What follows belongs to an exercise in optimizing a design on an open flow for small area and a short achievable clock period; a production flow would make more cautious choices.
Only simulation tests tie the RTL to the original design; equivalence was not proved.
In every run shown here, the design's own scripts or RTL, not TritonCTS, make the clock network.
The flow treats the clock pin as an ideal source. Dropping or thinning the clock tree relies on that and would not hold on a real chip.
Power is estimated from default activity; no workload was simulated.

$ cat standard.sh
#!/bin/bash
# synth_recipe.tcl (not shown) runs the flow's synth.tcl, then flattens the netlist and writes it again
# the make line also repeats each setting of config.mk as NAME=value (left out here)
make -C /OpenROAD-flow-scripts/flow DESIGN_CONFIG=/design/flow/config.mk WORK_HOME=/design/flow/orfs CLKGATE_MAP_FILE= SYNTH_SCRIPT=/design/flow/synth_recipe.tcl "${@:-finish}"
$ cat flow/run.sh
#!/bin/bash
# The standard layout, except that the clock tree is built by
# flow/clock_tree.tcl (a two-level tree of inverters) instead of ORFS's CTS.
# Each tool's output goes to a log of its own in this folder.
set -euo pipefail
bash standard.sh place > standard_place.log 2>&1
bash standard.sh run "RUN_SCRIPT=$PWD/flow/clock_tree.tcl" RUN_LOG_NAME_STEM=4_1_cts > clock_tree.log 2>&1
bash standard.sh finish > standard_finish.log 2>&1
$ cat constraint.sdc
create_clock -name core_clock -period 3.3 [get_ports {clock_480}]
set_input_delay 0.6600 -clock core_clock [delete_from_list [all_inputs] [get_ports {clock_480}]]
set_output_delay 0.6600 -clock core_clock [all_outputs]
set_load 0.01 [all_outputs]
$ cat config.mk
export PLATFORM = sky130hd
export DESIGN_NAME = dr_core
export DESIGN_NICKNAME = dr_core
export VERILOG_FILES = /design/flow/design.v
export SDC_FILE = /design/flow/constraint.sdc
export NUM_CORES = 4
export LEC_CHECK = 0
export ABC_AREA = 1
export CAP_MARGIN = 20
export CORE_MARGIN = 2
export CORE_UTILIZATION = 60
export CTS_BUF_LIST = sky130_fd_sc_hd__clkbuf_8
export PLACE_DENSITY = 0.75
export SETUP_SLACK_MARGIN = 1.75
export SLEW_MARGIN = 20
$ cat design.v
module CRD(
    input clock,
    input reset,
    input [4:0] data,
    output reg Z,
    output reg ADD,
    output reg DROP,
    output DROP_w
);
reg [4:0] data_r;
reg [4:0] Q;
reg p0, p4;
wire [4:0] flag_w = data ^ {5{data_r[4]}};
wire [4:0] pick = {flag_w[2] & ~flag_w[1] & ~flag_w[0],
                   flag_w[1] & ~flag_w[0],
                   flag_w[0],
                   flag_w[4] & ~flag_w[3] & ~flag_w[2] & ~flag_w[1] & ~flag_w[0],
                   flag_w[3] & ~flag_w[2] & ~flag_w[1] & ~flag_w[0]};
wire [4:0] Q_w = ((data != data_r) && (|pick)) ? pick : Q;
wire ADD_w = p0 & Q[4];
assign DROP_w = p4 & Q[0];
always @(posedge clock) begin
    if (reset) begin
        data_r <= 5'b0;
        Q <= 5'b00001;
        p0 <= 1'b1;
        p4 <= 1'b0;
        Z <= 1'b0;
        ADD <= 1'b0;
        DROP <= 1'b0;
    end else begin
        data_r <= data;
        Q <= Q_w;
        p0 <= Q[0];
        p4 <= Q[4];
        Z <= ADD_w ^ (|(data_r & Q));
        ADD <= ADD_w;
        DROP <= DROP_w;
    end
end
endmodule
module ad_fifo #(parameter N = 41)
(
    input  Clock, Reset,
    input  Z, Add, Drop, DropNext,
    output reg Underflow, Overflow, Data
);
localparam M = N / 2;           
reg [N-1:2] e_q, f_q;           
reg [N-1:1] d_q;
reg a1, z1;                     
reg [N-1:0] h;                  
reg T;                          
reg go;                         
wire [N-1:0] d = {d_q, Drop};
wire [N-1:0] e = {e_q, a1 | (Add & d_q[1]), Add};
wire [N-1:0] f = {f_q, d_q[1] ? Z : z1, ~Drop & Z};
wire [N-1:0] hs = (h & ~d) | ({1'b0, h[N-1:1]} & {1'b0, d[N-1:1]});
wire [N-1:0] h_n = (T | ~go) ? {h[N-2:0], 1'b0} : hs;
wire T_n = go & ~T & (|(h & e));
wire data_n = T ? ~Data & ~Overflow : go & (|(h & f));
wire under_n = go & ~T & hs[0] & ~Add & DropNext;
wire over_n = ~T & h[N-1] & e[N-1] & ~d[N-1];
always @(posedge Clock) begin
    e_q <= e[N-2:1];
    f_q <= f[N-2:1];
    a1 <= Add;
    z1 <= Z;
    d_q <= {d_q[N-2:1], Drop};
    if (Reset) begin
        h <= {{(N-1){1'b0}}, 1'b1};
        T <= 1'b0;
        go <= 1'b0;
        Data <= 1'b0;
        Underflow <= 1'b0;
        Overflow <= 1'b0;
    end else begin
        h <= h_n;
        T <= T_n;
        go <= go | h[M-1];
        Data <= data_n;
        Underflow <= under_n;
        Overflow <= over_n;
    end
end
endmodule
module dr_core
(
    input        clock_480,
    input        reset,
    input  [4:0] data_in,
    output       data_out,
    output       underflow,
    output       overflow
);
wire z_crd, add_crd, drop_crd, drop_next;
CRD crd(
    .clock(clock_480),
    .reset(reset),
    .data(data_in),
    .Z(z_crd),
    .ADD(add_crd),
    .DROP(drop_crd),
    .DROP_w(drop_next)
);
ad_fifo #(.N(41)) fifo
(
    .Clock(clock_480),
    .Reset(reset),
    .Z(z_crd),
    .Add(add_crd),
    .Drop(drop_crd),
    .DropNext(drop_next),
    .Underflow(underflow),
    .Overflow(overflow),
    .Data(data_out)
);
endmodule
$ cat flow/clock_tree.tcl
# Clock tree step in place of ORFS's CTS: a two-level tree of inverters.
# The flip-flops are split into eight groups of equal count by location
# (by x, then y, then x); each group is driven by an inv_8 in its middle,
# and each pair of neighbouring groups' inverters by an inv_4 that the clock
# port drives. Two inversions keep every flip-flop on the rising edge.
# The rest of the step is ORFS's cts.tcl: timing repair and legalisation.
utl::set_metrics_stage "cts__{}"
source $::env(SCRIPTS_DIR)/load.tcl
erase_non_stage_variables cts
load_design 3_place.odb 3_place.sdc

set block [ord::get_db_block]
set db [ord::get_db]
set clk_port [get_name [lindex [get_property [lindex [all_clocks] 0] sources] 0]]
set clk_net [[$block findBTerm $clk_port] getNet]

proc loc_x { it } { return [lindex [[$it getInst] getLocation] 0] }
proc loc_y { it } { return [lindex [[$it getInst] getLocation] 1] }
proc by_x { a b } { return [expr {[loc_x $a] - [loc_x $b]}] }
proc by_y { a b } { return [expr {[loc_y $a] - [loc_y $b]}] }

# split the sinks into 8 groups of equal count by recursive bisection,
# alternately by x and by y
proc bisect { items depth } {
  if { $depth == 0 } { return [list $items] }
  if { $depth % 2 } {
    set items [lsort -command by_x $items]
  } else {
    set items [lsort -command by_y $items]
  }
  set m [expr {[llength $items] / 2}]
  return [concat [bisect [lrange $items 0 [expr {$m - 1}]] [expr {$depth - 1}]] \
                 [bisect [lrange $items $m end] [expr {$depth - 1}]]]
}
set groups [bisect [$clk_net getITerms] 3]

# the clock port drives four inverters, one per pair of neighbouring groups;
# each drives one inverter per group, which drives the group's flip-flops
set m_trunk [$db findMaster sky130_fd_sc_hd__inv_4]
set m_leaf [$db findMaster sky130_fd_sc_hd__inv_8]
proc centre { pts } {
  set sx 0
  set sy 0
  foreach p $pts {
    set sx [expr {$sx + [lindex $p 0]}]
    set sy [expr {$sy + [lindex $p 1]}]
  }
  set n [llength $pts]
  return [list [expr {$sx / $n}] [expr {$sy / $n}]]
}
proc add_cell { master name in_net out_net xy } {
  set block [ord::get_db_block]
  set inst [odb::dbInst_create $block $master $name]
  [$inst findITerm A] connect $in_net
  [$inst findITerm Y] connect $out_net
  $inst setLocation [lindex $xy 0] [lindex $xy 1]
  $inst setPlacementStatus PLACED
  return $inst
}
for {set t 0} {$t < 4} {incr t} {
  set trunk [odb::dbNet_create $block "clknet_t${t}_$clk_port"]
  $trunk setSigType CLOCK
  set leaf_xy {}
  foreach k [list [expr {2 * $t}] [expr {2 * $t + 1}]] {
    set g [lindex $groups $k]
    set pts {}
    foreach it $g { lappend pts [list [loc_x $it] [loc_y $it]] }
    set xy [centre $pts]
    lappend leaf_xy $xy
    set leaf [odb::dbNet_create $block "clknet_l${k}_$clk_port"]
    $leaf setSigType CLOCK
    foreach it $g {
      $it disconnect
      $it connect $leaf
    }
    add_cell $m_leaf "clkinv_l${k}_$clk_port" $trunk $leaf $xy
    puts "clock leaf $k: [llength $g] sinks at $xy"
  }
  add_cell $m_trunk "clkinv_t${t}_$clk_port" $clk_net $trunk [centre $leaf_xy]
}
global_connect
set_propagated_clock [all_clocks]

set_placement_padding -global \
  -left $::env(CELL_PAD_IN_SITES_DETAIL_PLACEMENT) \
  -right $::env(CELL_PAD_IN_SITES_DETAIL_PLACEMENT)
detailed_placement
estimate_parasitics -placement
report_clock_skew
report_clock_latency

if { !$::env(SKIP_CTS_REPAIR_TIMING) } {
  repair_timing_helper
  detailed_placement
  check_placement -verbose
}

report_metrics 4 "cts final"
orfs_write_db $::env(RESULTS_DIR)/4_1_cts.odb
orfs_write_sdc $::env(RESULTS_DIR)/4_cts.sdc
==> impl_metrics.csv, run 1 <==
group,metric,value,unit
drt,num_vias,4072,
power,vdd_drop_max,0.0004419,V
floorplanning,core_area,9196,um2
logic_synthesis,synth.area.top_cells,"dfxtp_1, nand2_1, a22oi_1, a21oi_1, inv_1",
power,p_switching,916.4,uW
setup_path,crit_type,"in2reg",
logic_synthesis,ys_seq_area_share,63.89,%
clock_network,cts_hold_buf,0,
sta,finalSetupViolCount,0,
worst_hold_path,hold_path.class,"reg2reg",
placement,hpwl,7461,um
logic_synthesis,syn_area_per_cell,9.060,um2
cells_and_area,n_antenna_cell,0,
logic_synthesis,synth_ff_type,"dfxtp_1",
setup_path,path_max_fanout,5,
sta,final_max_slew_viol_count,0,
grt,gr-total-overflow,0,
setup_path,rr_startpoint,"crd.data_r[4]",
grt,grt_pass1_wl,19040,um
logic_synthesis,synth.most_common_cell,"dfxtp_1",
power,leakage,2.606,nW
power,pwr-share-comb,7.1,%
setup_path,cp-startpoint,"data_in[4]",
sta,slew_headroom,74.01,%
job,maxCapViolCount,0,
power,p_seq_share,69.9,%
setup_path,timing.rr.end,"crd.Q[2]",
drt,ant_nets,0,
drt,drc,0,
cells_and_area,area_growth,8.957,%
logic_synthesis,synth_cell_types,30,
cells_and_area,final_area,6180,um2
sta,rsz0062_at_grt,"no",
grt,grt_usage,22.86,%
floorplanning,fp.dieH,101.2,um
setup_path,endpoint_kind,"flip-flop",
setup_path,worstRegToRegCells,9,
sta,timing.setup.tns,0,ns
grt,grt_max_degree,79,
floorplanning,initial_core_util,61.67,%
floorplanning,die_area,10250,um2
power,clock_power_share,23.1,%
grt,grt_pass1_vias,3977,
logic_synthesis,ys_warn_count,2,
sta,tightest_slew,0.3863,ns
logic_synthesis,synth_cells,626,
drt,drt_iter0_drc,191,
cells_and_area,layout-drive-gt1-share,8.978,%
drt,routedWlPerCell,15.28,um
floorplanning,io_pins,10,
power,power,3.440,mW
logic_synthesis,async_flop_share,0,%
logic_synthesis,yosys.area.top_type,"dfxtp_1",
setup_path,crit_arrival,1.54,ns
setup_path,critPathCapture,"crd.Q[2]",
logic_synthesis,synth-edff-count,0,
setup_path,crit_path_start_kind,"primary input",
floorplanning,row_count,35,
setup_path,critPathRequiredTime,3.35,ns
sta,period_needed,1.488,ns
drt,first_pass_iters,5,
setup_path,r2r_slack,1.90,ns
grt,antenna_found_initial,0,
placement,gp_congestion,0.8295,
run_status,status,"finished clean",
placement,io_buffers,9,
sta,fmax,672.2,MHz
power,power.internal,2.524,mW
logic_synthesis,ys_top_cells_by_count,"dfxtp_1, nand2_1, inv_1",
cells_and_area,fin_nets,655,
logic_synthesis,synth.top_cell.area_share,63.89,%
sta,finalCritPeriodShare,45.08,%
drt,routed_wl,11560,um
logic_synthesis,syn-cell-area,5672,um2
drt,avgViaCountPerCell,5.379,
cells_and_area,fillCellCount,754,
clock_network,clk-insertion-delay-late,0.16,ns
logic_synthesis,synth-seq-cells,181,
logic_synthesis,syn-num-nets,633,
sta,fin_skew,0.009113,ns
placement,dpl_cell_area,5844,um2
power,p_sw_share,26.64,%
sta,hold_viol,0,
clock_network,path_clk_slew,0.11,ns
power,p_per_area,556.7,nW/um2
floorplanning,die_w,101.2,um
## final cells by class
cell class	instances	area (um2)	share of cell area, %
inverters	75	374.1	6.054
repair buffers	21	252.7	4.090
well taps	111	138.9	2.247
multi-input cells	369	1789	28.95
flip-flops and latches	181	3625	58.66
## critical path: stages
cell	delay (ns)
dlygate4sd2_1	0.34
xnor2_4	0.28
nand3_1	0.13
nand2_1	0.09
nor2_1	0.05
## sequential cells by signal (all words and copies together), names as in the netlist, 5 cells and up
signal / cells
fifo.h: 41
fifo.d_q: 40
fifo.e_q: 39
fifo.f_q: 39
crd.Q: 5
crd.data_r: 5
## through the flow
stage	cells	hold slack, ns	setup WS (ns)	utilization (%)
after global routing	757	0.3554	1.751	67.20
after floorplan	626	0.3308	1.884	-
final	757	0.3503	1.812	67.20
after detailed placement	734	0.3349	1.132	63.55
after global placement	734	0.3322	1.165	63.55
## cell usage in the layout (no fill, tap or decap), types with 2 or more instances in the layout
cell	n
inv_2	4
nor2_2	2
inv_4	5
nand3_1	17
buf_4	6
dlygate4sd2_1	5
inv_1	56
o21ai_1	3
nor2_1	36
dfxtp_1	180
nand2_2	10
or2_2	2
inv_8	9
buf_12	2
bufbuf_16	2
nor2_4	2
clkbuf_2	3
o21ai_0	36
nand2_1	162
a22oi_1	38
nand4_1	2
a21oi_1	47
## cell families after synthesis
| group | synth area share (%) |
|---|---|
| AOI/OAI and AO/OA | 12.97 |
| and+or+nand+nor | 17.38 |
| DFF | 63.89 |
| xor gates and xnor gates | 0.2869 |
| buffers and inverters | 5.471 |
## per-layer routing
metal	global-route usage [%]	share of wire [%]	wire length [um]	vias to the layer above
li1	-	-	-	2059
met1	30.63	45	5192	1905
met2	40.70	49	5648	89
met3	2.415	4.2	490	19
met4	4.054	2.0	231	0
met5	0	0	0	-
## what timing repair did
action / in CTS / in global routing
gates cloned: 4 / 0
pin swaps: 7 / 6
resized for setup: 31 / 16
hold endpoints to repair: 0 / 0
setup buffers: 4 / 3
endpoints found under the setup margin: 50 / 43
## worst min path at each step
| stage | startpoint | end | slack, ns | depth (start not counted) |
|---|---|---|---|---|
| finish | fifo.e_q[4] | fifo.e_q[5] | 0.35 | 0 |
| global route | fifo.f_q[26] | fifo.f_q[27] | 0.36 | 0 |
| CTS | fifo.e_q[33] | fifo.e_q[34] | 0.36 | 0 |
| detailed placement | fifo.f_q[13] | fifo.f_q[14] | 0.33 | 0 |
| global placement | fifo.e_q[25] | fifo.e_q[26] | 0.33 | 0 |
| floorplan | crd.DROP | fifo.d_q[1] | 0.33 | 0 |
## power groups by stage
stage	clock (mW)	combinational [mW]	sequential (mW)
2_1_floorplan	0	0.160	2.41
5_1_grt	0.897	0.273	2.42
3_3_place_gp	0	0.191	2.45
6_report	0.794	0.243	2.40
4_1_cts	0.820	0.234	2.40
3_5_place_dp	0	0.199	2.45
==> inputs of run 2 (changes only) <==
--- a/config.mk
+++ b/config.mk
@@ -9,7 +9,7 @@
 export CAP_MARGIN = 20
 export CORE_MARGIN = 2
 export CORE_UTILIZATION = 60
-export CTS_BUF_LIST = sky130_fd_sc_hd__clkbuf_8
+export GPL_TIMING_DRIVEN = 0
 export PLACE_DENSITY = 0.75
 export SETUP_SLACK_MARGIN = 1.75
 export SLEW_MARGIN = 20
==> run 2 against run 1 <==
Still clean. Clock power is 1% lower. Sequential share of layout area up 1.1 points. Routed wire length down 9.1%. Fmax is 1.5% lower. Final cell count is 0.53% higher. Sequential power is essentially flat. Critical path depth up 4. Setup slack got worse by 0.022 ns. Critical endpoint is now crd.Q[4]. Largest power group unchanged.
==> impl_metrics.csv, run 2 <==
group,metric,value,unit
setup_path,cp_cell_sequence,"clkdlybuf4s15_2 > inv_1 > nand2_1 > nand2_2 > nor2_4 > buf_4 > and2_2 > nand3_1 > nand2_1",
cells_and_area,final_cell_mix,"dfxtp_1, nand2_1, inv_1",
floorplanning,fp.dieH,101.2,um
logic_synthesis,synth.area.mux_share,0,%
drt,wl_met2,4955,um
power,leakage,2.569,nW
setup_path,slowest_delay,0.20,ns
sta,rsz0062_at_grt,"no",
logic_synthesis,ys_top_cells_by_count,"dfxtp_1, nand2_1, inv_1",
floorplanning,die_w,101.2,um
setup_path,critPathRequiredTime,3.36,ns
grt,grt_max_degree,24,
logic_synthesis,yosys.area.top_type,"dfxtp_1",
placement,hpwl,7883,um
drt,routedWlPerCell,13.81,um
clock_network,path_clk_slew,0.10,ns
logic_synthesis,syn-cell-area,5672,um2
sta,tightest_slew,0.4951,ns
floorplanning,die_area,10250,um2
sta,hold_slack,0.3494,ns
floorplanning,io_pins,10,
logic_synthesis,synth-edff-count,0,
cells_and_area,area_growth,6.927,%
drt,avgViaCountPerCell,5.293,
floorplanning,row_count,35,
drt,num_vias,4028,
power,p_per_area,560.5,nW/um2
sta,fmax,662.2,MHz
logic_synthesis,synth.top_cell.area_share,63.89,%
logic_synthesis,async_flop_share,0,%
job,maxCapViolCount,0,
run_status,status,"finished clean",
sta,hold_viol,0,
setup_path,cpMostUsedCell,"nand2_1",
floorplanning,initial_core_util,61.67,%
sta,period_needed,1.510,ns
sta,finalCritPeriodShare,45.76,%
sta,finalSetupViolCount,0,
grt,grt_usage,20.99,%
cells_and_area,mostFrequentLayoutCell,"dfxtp_1",
floorplanning,core_area,9196,um2
setup_path,slowest_stage,"clkdlybuf4s15_2",
cells_and_area,layout-drive-gt1-share,8.615,%
logic_synthesis,syn_area_per_cell,9.060,um2
sta,fin_skew,0.01123,ns
logic_synthesis,synth-seq-cells,181,
drt,wl_met3,414,um
logic_synthesis,yosys.area_share.simple,17.38,%
drt,highest_layer,"met4",
cells_and_area,fillCellCount,763,
grt,gr-total-overflow,0,
grt,antenna_found_initial,0,
setup_path,crit_path_start_kind,"primary input",
logic_synthesis,synth_ff_type,"dfxtp_1",
cells_and_area,fin_nets,659,
drt,drc,0,
drt,wl_met1,4944,um
cells_and_area,largest_reg_flops,41,
placement,io_buffers,9,
logic_synthesis,syn-num-nets,633,
logic_synthesis,ys_seq_area_share,63.89,%
logic_synthesis,yosys.area_share.xor_xnor,0.2868,%
logic_synthesis,synth_cells,626,
sta,final_max_slew_viol_count,0,
grt,grt_pass1_wl,17580,um
drt,ant_nets,0,
logic_synthesis,ys_warn_count,2,
cells_and_area,n_antenna_cell,0,
setup_path,crit_type,"in2reg",
drt,routed_wl,10510,um
logic_synthesis,synth.area.top_cells,"dfxtp_1, nand2_1, a22oi_1, a21oi_1, inv_1",
logic_synthesis,synth_cell_types,30,
cells_and_area,top_register,"fifo.h",
logic_synthesis,synth_compound_area_share,12.97,%
drt,first_pass_iters,6,
grt,grt_pass1_vias,3802,
clock_network,clk-insertion-delay-late,0.15,ns
setup_path,path_max_fanout,3,
setup_path,endpoint_kind,"flip-flop",
clock_network,cts_hold_buf,0,
logic_synthesis,synth_top_family_by_area,"simple AND/OR/NAND/NOR gates",
sta,timing.setup.tns,0,ns
sta,slew_headroom,66.99,%
drt,drt_iter0_drc,133,
logic_synthesis,synth.most_common_cell,"dfxtp_1",
logic_synthesis,synth_fa_ha_area_share,0,%
worst_hold_path,hold_path.class,"reg2reg",
cells_and_area,largestRegisters,"fifo.h (41), fifo.d_q (40)",
power,vdd_drop_max,0.0004399,V
setup_path,crit_arrival,1.57,ns
cells_and_area,utilization,65.95,%
placement,gp_congestion,0.9139,
==> run 2: final cells by class <==
type	instances	area (um2)	area share, %
Sequential cell	181	3623	59.75
Multi-Input combinational cell	369	1780	29.36
Inverter	75	359.1	5.921
Tap cell	111	138.9	2.290
Timing Repair Buffer	11	81.33	1.341
Buffer	14	81.33	1.341
==> run 2: cell families after synthesis <==
family          after synthesis
simple gates                240
flops                       181
compound gates              127
buf+inv                      77
xor+xnor                      1
==> run 2: what timing repair did <==
item,4_1_cts,5_1_grt
cloned,1,0
pin swaps,5,5
buffers inserted,1,1
endpoints found under the setup margin,59,49
gates resized for setup,27,10
==> run 2: worst max-delay path, delay by kind of cell <==
kind	cells	cell delay, ns
buf+inv	3	0.42
simple gates	6	0.50
==> run 2: where the power goes <==
| group | internal, mW | switching [mW] |
|---|---|---|
| clock | 0.118 | 0.665 |
| sequential | 2.30 | 0.0961 |
| combinational | 0.0917 | 0.130 |
| total | 2.51 | 0.890 |
==> run 2: final timing paths <==
check                   start           to  slack (ns)  cells past startpoint
hold reg to reg   fifo.f_q[5]  fifo.f_q[6]        0.35                      0
setup / recovery   data_in[0]     crd.Q[4]        1.79                      9
setup reg to reg      fifo.go   fifo.h[22]        1.88                      6
hold / removal    fifo.f_q[5]  fifo.f_q[6]        0.35                      0
==> run 2: routing by layer <==
metal / vias to the layer above / track usage [%]
li1: 2077 / -
met4: 0 / 3.638
met1: 1876 / 28.18
met2: 57 / 36.93
met3: 18 / 2.830
met5: - / 0
==> run 2: metrics by stage <==
stage | total power [mW] | area, um2 | setup WS (ns) | instances
floorplan | 2.572 | 5672 | 1.884 | 626
global placement | 2.646 | 5901 | 1.077 | 746
detailed placement | 2.657 | 5901 | 1.056 | 746
global route | 3.550 | 6065 | 1.751 | 761
finish | 3.399 | 6065 | 1.790 | 761

-- separate check: timing with driven ports --
How much do the figures lean on ideal ports? The routed layouts below were timed once more, with nothing changed but the port constraints.
Step 1 (the two cells are an assumption about what drives the block):
set clk [get_ports {clock_480}]
set_driving_cell -lib_cell sky130_fd_sc_hd__clkbuf_16 $clk
set_driving_cell -lib_cell sky130_fd_sc_hd__buf_2 [delete_from_list [all_inputs] $clk]
Step 2, shift: input delay + t, output delay - t, t = (earliest + latest rising clock arrival at the registers) / 2. This alone moves slack from input paths to output paths.
Slacks: ideal ports / drivers / drivers and shift; pairs: ideal ports / drivers.
run	t (ns)	slack for setup (ns)	worst setup path at the end	worst register clock-pin slew, ns
run 1	0.240	1.812 / 1.787 / 1.646	input to register	0.11 / 0.11
run 2	0.234	1.790 / 1.779 / 1.620	input to register	0.10 / 0.10
After both steps setup and hold are still met in every run listed. The setup slack of run 2, which loses most, moves by -0.011 ns with the drivers and by -0.170 ns with both steps.
